What follows belongs to an exercise in optimizing a design on an open flow for a short achievable clock period and few clock cycles; a production flow would make more cautious choices. No functional check of the RTL was part of this run. No activity file was given, so power comes from the tool's default toggle rates.

File: flow/design.v
`timescale 1ns/1ps
module regfile(input             clk,
               input             we,
               input      [4:0]  ra1, ra2, wa,
               input      [31:0] wd,
               output     [31:0] rd1, rd2);
  reg [31:0] rf [1:31];
  always @(posedge clk)
    if (we && wa != 5'd0) rf[wa] <= wd;
  assign rd1 = (ra1 != 5'd0) ? rf[ra1] : 32'b0;
  assign rd2 = (ra2 != 5'd0) ? rf[ra2] : 32'b0;
endmodule
`timescale 1ns/1ps
module mips(input         clk, reset,
            output [31:0] pc,
            input  [31:0] instr,
            output        memwrite,
            output [31:0] memaddr,
            output [31:0] memwritedata,
            input  [31:0] memreaddata);
  reg  [31:0] pc_f;
  reg  [31:0] ras;
  reg         v_d;
  reg  [31:0] instr_d, pc4_d, jrpred_d;
  reg         v_e;
  reg         regwrite_e, memtoreg_e, memwrite_e, alusrc_e;
  reg         branch_e, bne_e, jr_e, jal_e, pred_e;
  reg  [2:0]  aluop_e;               
  reg  [4:0]  wr_e, rt_e;
  reg  [31:0] srca_e, srcb_e, imm_e, pc4_e, btarget_e, jrpred_e;
  reg         fa_m_e, fa_w_e, fb_m_e, fb_w_e;    
  reg         sdfwd_e;               
  reg         regwrite_m, memtoreg_m, memwrite_m, sdfwd_m;
  reg  [4:0]  wr_m;
  reg  [31:0] aluout_m, writedata_m;
  reg         regwrite_w, memtoreg_w;
  reg  [4:0]  wr_w;
  reg  [31:0] aluout_w, readdata_w;
  wire [31:0] result_w = memtoreg_w ? readdata_w : aluout_w;
  wire [5:0] op_d    = instr_d[31:26];
  wire [4:0] rs_d    = instr_d[25:21];
  wire [4:0] rt_d    = instr_d[20:16];
  wire [4:0] rd_d    = instr_d[15:11];
  wire [5:0] funct_d = instr_d[5:0];
  wire [15:0] imm16_d = instr_d[15:0];
  reg        regwrite_d, regdst_d, alusrc_d, memtoreg_d, memwrite_d;
  reg        branch_d, bne_d, jal_d, jr_d, signext_d, lui_d;
  reg [2:0]  aluop_d;
  always @(*) begin
    regwrite_d = 1'b0; regdst_d = 1'b0; alusrc_d = 1'b0; memtoreg_d = 1'b0;
    memwrite_d = 1'b0; branch_d = 1'b0; bne_d = 1'b0; jal_d = 1'b0;
    jr_d = 1'b0; signext_d = 1'b0; lui_d = 1'b0; aluop_d = 3'd0;
    case (op_d)
      6'b000000: begin                
        regwrite_d = 1'b1; regdst_d = 1'b1;
        case (funct_d)
          6'b100000, 6'b100001: aluop_d = 3'd0;
          6'b100010, 6'b100011: aluop_d = 3'd1;
          6'b100100:            aluop_d = 3'd2;
          6'b100101:            aluop_d = 3'd3;
          6'b101010:            aluop_d = 3'd4;
          6'b101011:            aluop_d = 3'd5;
          6'b001000: begin      aluop_d = 3'd0; jr_d = 1'b1; end
          default:              aluop_d = 3'd2;
        endcase
      end
      6'b100011: begin regwrite_d = 1'b1; alusrc_d = 1'b1; memtoreg_d = 1'b1; signext_d = 1'b1; end  
      6'b101011: begin memwrite_d = 1'b1; alusrc_d = 1'b1; signext_d = 1'b1; end                    
      6'b000100: begin branch_d = 1'b1; signext_d = 1'b1; end                                        
      6'b000101: begin branch_d = 1'b1; bne_d = 1'b1; signext_d = 1'b1; end                          
      6'b001000,
      6'b001001: begin regwrite_d = 1'b1; alusrc_d = 1'b1; signext_d = 1'b1; end                     
      6'b001010: begin regwrite_d = 1'b1; alusrc_d = 1'b1; signext_d = 1'b1; aluop_d = 3'd4; end     
      6'b001011: begin regwrite_d = 1'b1; alusrc_d = 1'b1; signext_d = 1'b1; aluop_d = 3'd5; end     
      6'b001101: begin regwrite_d = 1'b1; alusrc_d = 1'b1; aluop_d = 3'd3; end                       
      6'b001111: begin regwrite_d = 1'b1; alusrc_d = 1'b1; lui_d = 1'b1; end                         
      6'b000011: begin regwrite_d = 1'b1; jal_d = 1'b1; end                                          
      default: ;                                                                                     
    endcase
  end
  wire [4:0] wr_d = jal_d ? 5'd31 : (regdst_d ? rd_d : rt_d);
  wire       regwr_d = regwrite_d && (wr_d != 5'd0);
  wire [31:0] sext_d  = {{16{imm16_d[15]}}, imm16_d};
  wire [31:0] imm_d   = lui_d ? {imm16_d, 16'b0} : (signext_d ? sext_d : {16'b0, imm16_d});
  wire [31:0] btarget_d = pc4_d + {sext_d[29:0], 2'b00};
  wire [31:0] rd1, rd2;
  regfile rf(.clk(clk), .we(regwrite_w), .ra1(rs_d), .ra2(rt_d), .wa(wr_w),
             .wd(result_w), .rd1(rd1), .rd2(rd2));
  wire [31:0] srca_d = (regwrite_w && wr_w == rs_d) ? result_w : rd1;
  wire [31:0] srcb_d = (regwrite_w && wr_w == rt_d) ? result_w : rd2;
  wire ld_e      = v_e && memtoreg_e && regwrite_e;
  wire uses_rs_d = (op_d[5:1] != 5'b00001);           
  wire uses_rt_d = (op_d == 6'b000000) || branch_d;   
  wire stall     = v_d && ld_e &&
                   ((uses_rs_d && rs_d == wr_e) ||
                    (uses_rt_d && rt_d == wr_e));
  wire fa_m_d = v_e && regwrite_e && wr_e == rs_d;
  wire fb_m_d = v_e && regwrite_e && wr_e == rt_d;
  wire fa_w_d = regwrite_m && wr_m == rs_d;
  wire fb_w_d = regwrite_m && wr_m == rt_d;
  wire sdfwd_d = memwrite_d && ld_e && rt_d == wr_e;
  wire [31:0] fwda = fa_m_e ? aluout_m : (fa_w_e ? result_w : srca_e);
  wire [31:0] fwdb = fb_m_e ? aluout_m : (fb_w_e ? result_w : srcb_e);
  wire [31:0] alub = alusrc_e ? imm_e : fwdb;
  wire [31:0] sum_add = fwda + alub;
  wire [32:0] dif     = {1'b0, fwda} - {1'b0, alub};
  reg  [31:0] aluout_e;
  always @(*) begin
    case (aluop_e)
      3'd0:    aluout_e = sum_add;
      3'd1:    aluout_e = dif[31:0];
      3'd2:    aluout_e = fwda & alub;
      3'd3:    aluout_e = fwda | alub;
      3'd4:    aluout_e = {31'b0, dif[31]};
      3'd5:    aluout_e = {31'b0, dif[32]};
      default: aluout_e = sum_add;
    endcase
    if (jal_e) aluout_e = pc4_e;
  end
  wire eq_e     = (fwda == fwdb);
  wire taken_e  = eq_e ^ bne_e;
  wire misbr_e  = v_e && branch_e && (taken_e != pred_e);
  wire misjr_e  = v_e && jr_e && (fwda != jrpred_e);
  wire redir_e  = misbr_e || misjr_e;
  wire [31:0] tgt_e = jr_e ? fwda : (taken_e ? btarget_e : pc4_e);
  wire predtk_d = branch_d && imm16_d[15];
  wire redir_d  = v_d && predtk_d && !stall && !redir_e;
  wire [31:0] pc4_f = pc_f + 32'd4;
  wire        isj_f  = (instr[31:27] == 5'b00001);
  wire        isjr_f = (instr[31:26] == 6'b000000) && (instr[5:0] == 6'b001000);
  wire [31:0] jtgt_f = {pc4_f[31:28], instr[25:0], 2'b00};
  wire        over_f = redir_e || redir_d;
  wire [31:0] over_tgt = redir_e ? tgt_e : btarget_d;
  wire [31:0] npc = over_f ? over_tgt :
                    isj_f  ? jtgt_f :
                    isjr_f ? ras : pc4_f;
  assign pc = pc_f;
  always @(posedge clk, posedge reset)
    if (reset) pc_f <= 32'b0;
    else if (!stall || redir_e) pc_f <= npc;
  always @(posedge clk, posedge reset)
    if (reset) ras <= 32'b0;
    else if (v_e && jal_e) ras <= pc4_e;
  always @(posedge clk, posedge reset)
    if (reset) begin
      v_d <= 1'b0; instr_d <= 32'b0; pc4_d <= 32'b0; jrpred_d <= 32'b0;
    end else if (!stall) begin
      v_d <= !over_f;
      instr_d <= instr; pc4_d <= pc4_f; jrpred_d <= ras;
    end
  always @(posedge clk, posedge reset)
    if (reset) begin
      v_e <= 1'b0; regwrite_e <= 1'b0; memtoreg_e <= 1'b0; memwrite_e <= 1'b0;
      alusrc_e <= 1'b0; branch_e <= 1'b0; bne_e <= 1'b0; jr_e <= 1'b0;
      jal_e <= 1'b0; pred_e <= 1'b0; aluop_e <= 3'd0; wr_e <= 5'd0; rt_e <= 5'd0;
      srca_e <= 32'b0; srcb_e <= 32'b0; imm_e <= 32'b0; pc4_e <= 32'b0;
      btarget_e <= 32'b0; jrpred_e <= 32'b0;
      fa_m_e <= 1'b0; fa_w_e <= 1'b0; fb_m_e <= 1'b0; fb_w_e <= 1'b0; sdfwd_e <= 1'b0;
    end else begin
      v_e <= v_d && !stall && !redir_e;
      regwrite_e <= regwr_d; memtoreg_e <= memtoreg_d; memwrite_e <= memwrite_d;
      alusrc_e <= alusrc_d; branch_e <= branch_d; bne_e <= bne_d; jr_e <= jr_d;
      jal_e <= jal_d; pred_e <= predtk_d; aluop_e <= aluop_d; wr_e <= wr_d; rt_e <= rt_d;
      srca_e <= srca_d; srcb_e <= srcb_d; imm_e <= imm_d; pc4_e <= pc4_d;
      btarget_e <= btarget_d; jrpred_e <= jrpred_d;
      fa_m_e <= fa_m_d; fa_w_e <= fa_w_d; fb_m_e <= fb_m_d; fb_w_e <= fb_w_d;
      sdfwd_e <= sdfwd_d;
    end
  always @(posedge clk, posedge reset)
    if (reset) begin
      regwrite_m <= 1'b0; memtoreg_m <= 1'b0; memwrite_m <= 1'b0; sdfwd_m <= 1'b0;
      wr_m <= 5'd0; aluout_m <= 32'b0; writedata_m <= 32'b0;
    end else begin
      regwrite_m <= v_e && regwrite_e;
      memtoreg_m <= memtoreg_e;
      memwrite_m <= v_e && memwrite_e;
      sdfwd_m <= sdfwd_e;
      wr_m <= wr_e; aluout_m <= aluout_e; writedata_m <= fwdb;
    end
  assign memwrite     = memwrite_m;
  assign memaddr      = aluout_m;
  assign memwritedata = sdfwd_m ? readdata_w : writedata_m;
  always @(posedge clk, posedge reset)
    if (reset) begin
      regwrite_w <= 1'b0; memtoreg_w <= 1'b0; wr_w <= 5'd0;
      aluout_w <= 32'b0; readdata_w <= 32'b0;
    end else begin
      regwrite_w <= regwrite_m; memtoreg_w <= memtoreg_m; wr_w <= wr_m;
      aluout_w <= aluout_m; readdata_w <= memreaddata;
    end
endmodule
File: flow/run.sh
#!/bin/bash
# synth_recipe.tcl (not shown) runs the flow's synth.tcl, then flattens the netlist and writes it again
# the make line also repeats each setting of config.mk as NAME=value (left out here)
make -C /OpenROAD-flow-scripts/flow DESIGN_CONFIG=/design/flow/config.mk WORK_HOME=/design/flow/orfs CLKGATE_MAP_FILE= SYNTH_SCRIPT=/design/flow/synth_recipe.tcl finish
File: flow/config.mk
export PLATFORM = sky130hd
export DESIGN_NAME = mips
export DESIGN_NICKNAME = mips
export VERILOG_FILES = /design/flow/design.v
export SDC_FILE = /design/flow/constraint.sdc
export NUM_CORES = 4
export LEC_CHECK = 0
export ABC_CLOCK_PERIOD_IN_PS = 2500
export CAP_MARGIN = 20
export CORE_MARGIN = 2
export CORE_UTILIZATION = 40
export PLACE_DENSITY = 0.6
export SETUP_SLACK_MARGIN = 5
export SLEW_MARGIN = 20
File: flow/constraint.sdc
create_clock -name core_clock -period 10.0 [get_ports {clk}]
set_input_delay 2.0000 -clock core_clock [delete_from_list [all_inputs] [get_ports {clk}]]
set_output_delay 2.0000 -clock core_clock [all_outputs]
set_load 0.01 [all_outputs]
==> notes.md <==
## power breakdown
part / leakage, nW / internal (mW) / switching (mW)
registers: 15.1 / 7.82 / 0.714
logic: 13.0 / 1.52 / 2.55
clock network: 2.59 / 3.43 / 2.65
total: 30.7 / 12.8 / 5.91
## final cells by class
class | instances | area [µm²] | share of cell area (%)
flip-flops and latches | 1510 | 42800 | 50.2
multi-input cells | 3286 | 30400 | 35.6
clock buffers | 232 | 4540 | 5.32
well taps | 2480 | 3100 | 3.64
repair buffers | 321 | 3020 | 3.54
clock inverters | 69 | 831 | 0.974
inverters | 160 | 631 | 0.739
diodes | 6 | 15.0 | 0.0176
repair inverters | 2 | 10.0 | 0.0117
## state kept, by name, indices dropped and copies added, names as in the netlist, 3 cells and up
signal / count
aluop_e: 3
aluout_m: 32
aluout_w: 32
btarget_e: 32
imm_e: 32
instr_d: 32
jrpred_d: 32
jrpred_e: 32
pc4_d: 32
pc4_e: 30
pc_f: 32
ras: 32
readdata_w: 32
rf.rf: 992
srca_e: 32
srcb_e: 32
wr_e: 5
wr_m: 5
wr_w: 5
writedata_m: 32
## through the flow
stage,instance area [µm²],setup slack [ns],hold slack [ns]
final,85300,5.10,0.345
after detailed placement,79100,3.68,0.336
after global placement,79100,3.79,0.334
after CTS,84800,4.94,0.340
after global routing,85300,4.95,0.349
after floorplan,74400,0.964,0.331
## what timing repair did
action	CTS	global route
setup endpoints to repair	63	54
gates resized for setup	59	68
setup buffers	4	20
hold buffers	0	0
pin swaps	2	11
gates cloned	2	2
## path summary, 6_finish.rpt
check | startpoint | endpoint | slack [ns] | cells past startpoint
hold / removal | sdfwd_e | sdfwd_m | 0.35 | 0
max in group asynchronous | reset | instr_d[16] | 6.59 | 4
setup reg to reg | memtoreg_w | aluout_m[30] | 5.10 | 17
min in group asynchronous | reset | readdata_w[17] | 1.66 | 3
setup / recovery | memtoreg_w | aluout_m[30] | 5.10 | 17
hold reg to reg | sdfwd_e | sdfwd_m | 0.35 | 0
## cell usage in the layout (no fill, tap or decap), drive strengths merged, types with 31 or more instances in the layout
master         count
o32ai             67
edfxtp           992
a21oi            334
o211ai            48
a22oi             72
xnor2             79
clkinv            54
nand2            376
xor2              68
mux2             154
clkdlybuf4s50    162
dfrtp            518
nand3             40
o221ai            61
nor2             264
a211oi            31
clkbuf           234
a21o              60
o21ai            275
ha               127
nor3              48
buf              157
nor2b             60
inv              160
a221oi            85
mux2i            297
mux4             430
## critical path: stages (launching register included)
cell and delay, ns:
dfrtp_2 0.37, buf_12 0.15, buf_16 0.21, mux2i_4 0.44, a21oi_1 0.16, mux2_2 0.32, mux2i_2 0.41, ha_4 0.30
and2_1 0.20, nand4_1 0.27, nor4_2 0.45, o31ai_1 0.25, and4_1 0.29, nor3_4 0.24, a21o_1 0.16, nand2_1 0.05
mux2_2 0.28, a22o_1 0.19
## layer usage
metal	wire (µm)	vias to the layer above
met3	23000	578
met1	103000	26607
met2	119000	2861
met5	46	-
met4	15600	6
li1	-	21040
## logic make-up (layout without fill, tap and decap cells)
logic type	after synthesis	in the layout
muxes	881	881
buffers and inverters	539	784
AOI/OAI and AO/OA	1197	1197
xor gates and xnor gates	147	147
other	0	6
adders and majority gates	130	130
DFF	1510	1510
and+or+nand+nor	930	931
==> flow_metrics.tcl <==
set metrics [dict create \
    ys_seq_area_share_pct 57.4 \
    synthTopCellsByArea "edfxtp_1 40%, dfrtp_1 17%, mux4_2 13%" \
    antenna_found_initial 14 \
    path_max_fanout 15 \
    synth_ff_type "edfxtp_1" \
    clockRootBuffer "clkbuf_16" \
    ys_ff_latch 1510 \
    setup_tns_ns 0 \
    synthTopCellsByCount "992 x edfxtp_1, 518 x dfrtp_1, 430 x mux4_2, 376 x nand2_1, 330 x a21oi_1" \
    io_buffer_count 162 \
    final_core_util_pct 46.1 \
    first_pass_iters 6 \
    top_usage_layer "met2" \
    muxShareOfSynthArea_pct 19.6 \
    period_share_pct 49.0 \
    clock-sinks 1510 \
    dieWidth_um 435 \
    arrival_ns 5.61 \
    grt_first_pass_wirelength_mm 368 \
    p_total_mw 18.7 \
    irDropWorstVdd_uv 208 \
    wire_per_inst_um 32.4 \
    rows 158 \
    hold_viol_final 0 \
    h-tree-depth 4 \
    met1_usage_pct 36.3 \
    synth_nets 5530 \
    yosys.area_share.simple_pct 5.59 \
    synthArstFlopShare_pct 34.3 \
    io_pins 163 \
    startpoint_type "flip-flop" \
    drc 0 \
    status "complete, no violations" \
    tightest_slew_ns 1.15 \
    setup_viol 0 \
    areaGrowthSynthToFinish_pct 14.6 \
    use_met2_pct 41.9 \
    post-synth-top-area-fraction_pct 40.0 \
    synth_edf_count 992 \
    dp_cells 7730 \
    synth_top_family_by_area "multiplexers" \
    timing.final.max_slew_violations 0 \
    nNetsFinal 5641 \
    ant_nets 0 \
    grt_pass1_vias 49958 \
    synth_top_area_cell "edfxtp_1" \
    synth_cell_types 85 \
    gp_congestion 0.964 \
    netlist_instances 5334 \
    num_vias 51092 \
    yosys_warnings 2 \
    dr.first_iter.drc_count 6667 \
    period_needed_ns 4.90 \
    synthAdderAreaFrac_pct 2.22 \
    hold_class "flip-flop to flip-flop" \
    viasPerCell 6.33 \
    setup.worst_path.end_class "flip-flop" \
    grtUsageTotal_pct 26.9 \
    p_leak_nw 30.7 \
    clkTransAtPathRegs_ns 0.06 \
    start_util_pct 40.2 \
    worst_skew_pair.late_latency_ns 0.87 \
    grt_max_degree 158 \
    path_class "flip-flop to flip-flop" \
    detailed_place_hpwl_mm 166 \
    fmax_ghz 0.204 \
    synth_compound_area_share_pct 10.6 \
    overflow 0 \
    dieHeight_um 435 \
    syn_area_mm2 0.0744 \
    use_met3_pct 4.73 \
    powerDensity_mw_per_mm2 219 \
    cp_data_required_time_ns 10.71 \
    core_area_mm2 0.185 \
    cap_violations 0 \
    cts_buffer_depth 3 \
    avgSynthCellArea_um2 14.0 \
    slew-limit-headroom_pct 23.1 \
    synthXorXnorAreaFrac_pct 1.73 \
    wirelength_mm 261 \
    rsz0062_at_grt "false" \
    finalClockSkew_ns 0.0783 \
    synth.most_common_cell "edfxtp_1" \
    fillers 16203 \
    final_cells 8066 \
    dieArea_mm2 0.190 \
    cts_buffers 164 \
    cts_tree "done" \
    final_layout_size_suffix_gt1_share_pct 20.5 \
]

-- re-timing with driven ports --
The flow's constraints put no driver on any port. The routed layout listed below was extracted and timed again, unchanged, in two steps.
Step 1 assumes that a clkbuf_16 drives the clock port and a buf_2 every other input.
Step 2 also shifts input and output timing later by t, the mid clock arrival at the registers, as if the neighbouring blocks saw the same clock.
a / b / c = ideal / step 1 / step 2; a / b = the first two.
t, ns: 0.911
setup slack, ns: 5.101 / 5.101 / 4.339
worst setup path after step 2: input to register
worst register clock-pin slew, ns: 0.07 / 0.07
worst data-port slew with drivers (ns): 0.07
After both steps this run still meets setup and hold. The setup slack of this run moves by 0.000 ns with the drivers and by -0.762 ns with both steps.
